What follows belongs to an exercise in optimizing a design on an open flow for small area; a production flow would make more cautious choices.
Power and IR drop assume default switching activity.

==> flow/design.v (excerpt) <==
module alu (
    input clk,
    input [31:0] a,
    input [31:0] b,
    input [4:0] op,
    output reg [31:0] out,
    output reg zflag,
    output reg nflag,
    output reg cflag,
    output reg vflag,
    output wire sflag,
    output reg hflag
);
Settings: LEC_CHECK=0, ABC_AREA=1, CAP_MARGIN=20, CORE_MARGIN=2, CORE_UTILIZATION=40, SLEW_MARGIN=20; clock period 6.5 ns.
standard.sh (not shown) runs the stock make flow with config.mk's settings and CLKGATE_MAP_FILE= SYNTH_SCRIPT=/design/flow/synth_recipe.tcl, a recipe that flattens the netlist after the stock synthesis.
==> flow/flow/run.sh <==
#!/bin/bash
# Own layout flow: the standard ORFS flow (standard.sh) with two changes:
#  - synthesis runs synth_recipe.tcl with Yosys's abc pass pointed at an
#    area-oriented ABC mapping script (flow/abc_area.script);
#  - no full/half-adder extraction before ABC (ADDER_MAP_FILE empty);
#  - the port buffers that global placement inserts are buf_1 cells.
set -euo pipefail
W=$(pwd)
{ head -1 synth_recipe.tcl; cat flow/my_abc_proc.tcl; tail -n +2 synth_recipe.tcl; } > my_synth.tcl
export MY_ABC_SCRIPT=$W/flow/abc_area.script
bash standard.sh SYNTH_SCRIPT=$W/my_synth.tcl \
  "BUFFER_PORTS_ARGS=-buffer_cell sky130_fd_sc_hd__buf_1" ADDER_MAP_FILE= finish > standard_flow.log 2>&1
==> flow/flow/abc_area.script <==
strash
dch
map -D 5000
==> flow/flow/my_abc_proc.tcl <==
# Yosys's abc pass runs the ABC script named by MY_ABC_SCRIPT instead of
# ORFS's abc_area/abc_speed script; everything else is synth_recipe.tcl.
proc abc {args} {
  if {[info exists ::env(MY_ABC_SCRIPT)] && $::env(MY_ABC_SCRIPT) ne ""} {
    set i [lsearch $args -script]
    if {$i >= 0} { set args [lreplace $args [expr {$i+1}] [expr {$i+1}] $::env(MY_ABC_SCRIPT)] }
  }
  puts "my_synth: abc [lsearch -inline -all $args *.script]"
  yosys abc {*}$args
}
The first run finished with timing, DRC and antenna clean.
Edit:
--- a/flow/flow/run.sh
+++ b/flow/flow/run.sh
@@ -5 +4,0 @@
-#  - no full/half-adder extraction before ABC (ADDER_MAP_FILE empty);
@@ -12 +11 @@
-  "BUFFER_PORTS_ARGS=-buffer_cell sky130_fd_sc_hd__buf_1" ADDER_MAP_FILE= finish > standard_flow.log 2>&1
+  "BUFFER_PORTS_ARGS=-buffer_cell sky130_fd_sc_hd__buf_1" finish > standard_flow.log 2>&1
==> flow/flow/abc_area.script (replaced) <==
strash
dch
map -D 3500
topo
stime -c
buffer -c
upsize -c
dnsize -c
What happened: Global-route usage fell by 2.5 points; die area rose by 16%; routed wire length rose by 4.2%; final cell count fell by about 1.8%; clock power rose by about 6%; worst setup slack improves by 0.055 ns; sequential power is about the same.
Edit:
--- a/flow/flow/run.sh
+++ b/flow/flow/run.sh
@@ -4,0 +5 @@
+#  - no full/half-adder extraction before ABC (ADDER_MAP_FILE empty);
@@ -11 +12 @@
-  "BUFFER_PORTS_ARGS=-buffer_cell sky130_fd_sc_hd__buf_1" finish > standard_flow.log 2>&1
+  "BUFFER_PORTS_ARGS=-buffer_cell sky130_fd_sc_hd__buf_1" ADDER_MAP_FILE= finish > standard_flow.log 2>&1
==> flow/flow/abc_area.script (replaced) <==
strash
dch
map -D 4000
After rerunning: The changed run finished with timing, DRC and antenna clean; clock skew stays the same; sequential cell count is unchanged; global-route usage rises by 1.6 points; cell count is higher slightly; combinational power drops by roughly a tenth; die area fell by roughly a tenth; non-clock buffer count came out lower by 15.
Edit:
==> flow/flow/abc_area.script (replaced) <==
strash
dch
map -D 3000
Result:
- non-clock buffer count shrinks by 3
- routed wire length grows by 1.5%
- cell count hardly moves
- power shrinks by 3.8%
- utilization shrinks by 0.29 points
- final area shrinks by 0.60%
- via count grows by 1.6%
- area after synthesis grows by 0.51%
- die area grows by 0.50%
- global-route usage grows by 0.49 points
Edit:
--- a/flow/flow/run.sh
+++ b/flow/flow/run.sh
@@ -5 +4,0 @@
-#  - no full/half-adder extraction before ABC (ADDER_MAP_FILE empty);
@@ -12 +11 @@
-  "BUFFER_PORTS_ARGS=-buffer_cell sky130_fd_sc_hd__buf_1" ADDER_MAP_FILE= finish > standard_flow.log 2>&1
+  "BUFFER_PORTS_ARGS=-buffer_cell sky130_fd_sc_hd__buf_1" finish > standard_flow.log 2>&1
==> flow/flow/abc_area.script (replaced) <==
strash
dch
map -D 3000
topo
stime -c
buffer -c
upsize -c
dnsize -c
Die area goes up by about 14%.
Sequential cell count stays the same.
Critical path depth goes up by 6.
Design area goes up by about 11%.
Hold slack gains 0.020 ns.
Sequential share of layout area goes down by 1.1 points.
Combinational power goes up by 11%.
Worst setup slack loses 0.54 ns.
Utilization goes down by 1.6 points.
Edit:
--- a/flow/flow/run.sh
+++ b/flow/flow/run.sh
@@ -4,0 +5 @@
+#  - no full/half-adder extraction before ABC (ADDER_MAP_FILE empty);
@@ -11 +12 @@
-  "BUFFER_PORTS_ARGS=-buffer_cell sky130_fd_sc_hd__buf_1" finish > standard_flow.log 2>&1
+  "BUFFER_PORTS_ARGS=-buffer_cell sky130_fd_sc_hd__buf_1" ADDER_MAP_FILE= finish > standard_flow.log 2>&1
==> flow/flow/abc_area.script (replaced) <==
strash
dch
map -D 3000
CTS_BUF_LIST = sky130_fd_sc_hd__clkbuf_8   (was not set)
CTS_CLUSTER_DIAMETER = 100   (was not set)
CTS_CLUSTER_SIZE = 40   (was not set)
After rerunning: The changed run finished with timing, DRC and antenna clean; power is lower by roughly a tenth; hold slack gets worse by 0.017 ns; cell count is higher slightly; first-iteration DRC count is higher by about a fifth; design area is lower by roughly a tenth; area after synthesis is lower by roughly a tenth; core utilization is higher by 1.2 points; via count is higher by a few percent; wire length is lower by a few percent; sequential cell count does not change; sequential share of layout area is higher by 1.2 points.
No functional check of the RTL was part of any run of this note.

==> afterwards: timing with drivers on the ports <==
The flow's constraints put no driver on any port. The routed layouts listed below were extracted and timed again, unchanged, in two steps.
Step 1 (the two cells are an assumption about what drives the block):
set clk [get_ports {clk}]
set_driving_cell -lib_cell sky130_fd_sc_hd__clkbuf_16 $clk
set_driving_cell -lib_cell sky130_fd_sc_hd__buf_2 [delete_from_list [all_inputs] $clk]
Step 2 moves the port delays by t, midway between the first and last clock arrival at a register: inputs arrive t later, outputs are due t later. That takes back most of the time a late clock gives input paths.
Slacks: ideal / step 1 / step 2; pairs: ideal / step 1.
run | shift t [ns] | slack for setup (ns) | latest minus earliest clock arrival (ns) | slew at the worst register clock pin (ns) | worst data-port slew with drivers (ns)
the first run | 0.314 | 0.490 / 0.505 / 0.191 | 0.008 / 0.007 | 0.06 / 0.06 | 0.04
the second run | 0.309 | 0.546 / 0.552 / 0.243 | 0.006 / 0.007 | 0.06 / 0.06 | 0.03
the third run | 0.312 | 0.536 / 0.549 / 0.236 | 0.004 / 0.005 | 0.06 / 0.06 | 0.04
the fourth run | 0.312 | 0.971 / 0.986 / 0.673 | 0.005 / 0.005 | 0.06 / 0.06 | 0.04
the fifth run | 0.309 | 0.426 / 0.435 / 0.125 | 0.006 / 0.007 | 0.06 / 0.06 | 0.04
the sixth run | 0.322 | 0.969 / 0.971 / 0.649 | 0.005 / 0.004 | 0.08 / 0.08 | 0.04
After both steps every run listed still meets setup and hold. The setup slack of the sixth run, which loses most, moves by +0.002 ns with the drivers and by -0.320 ns with both steps.
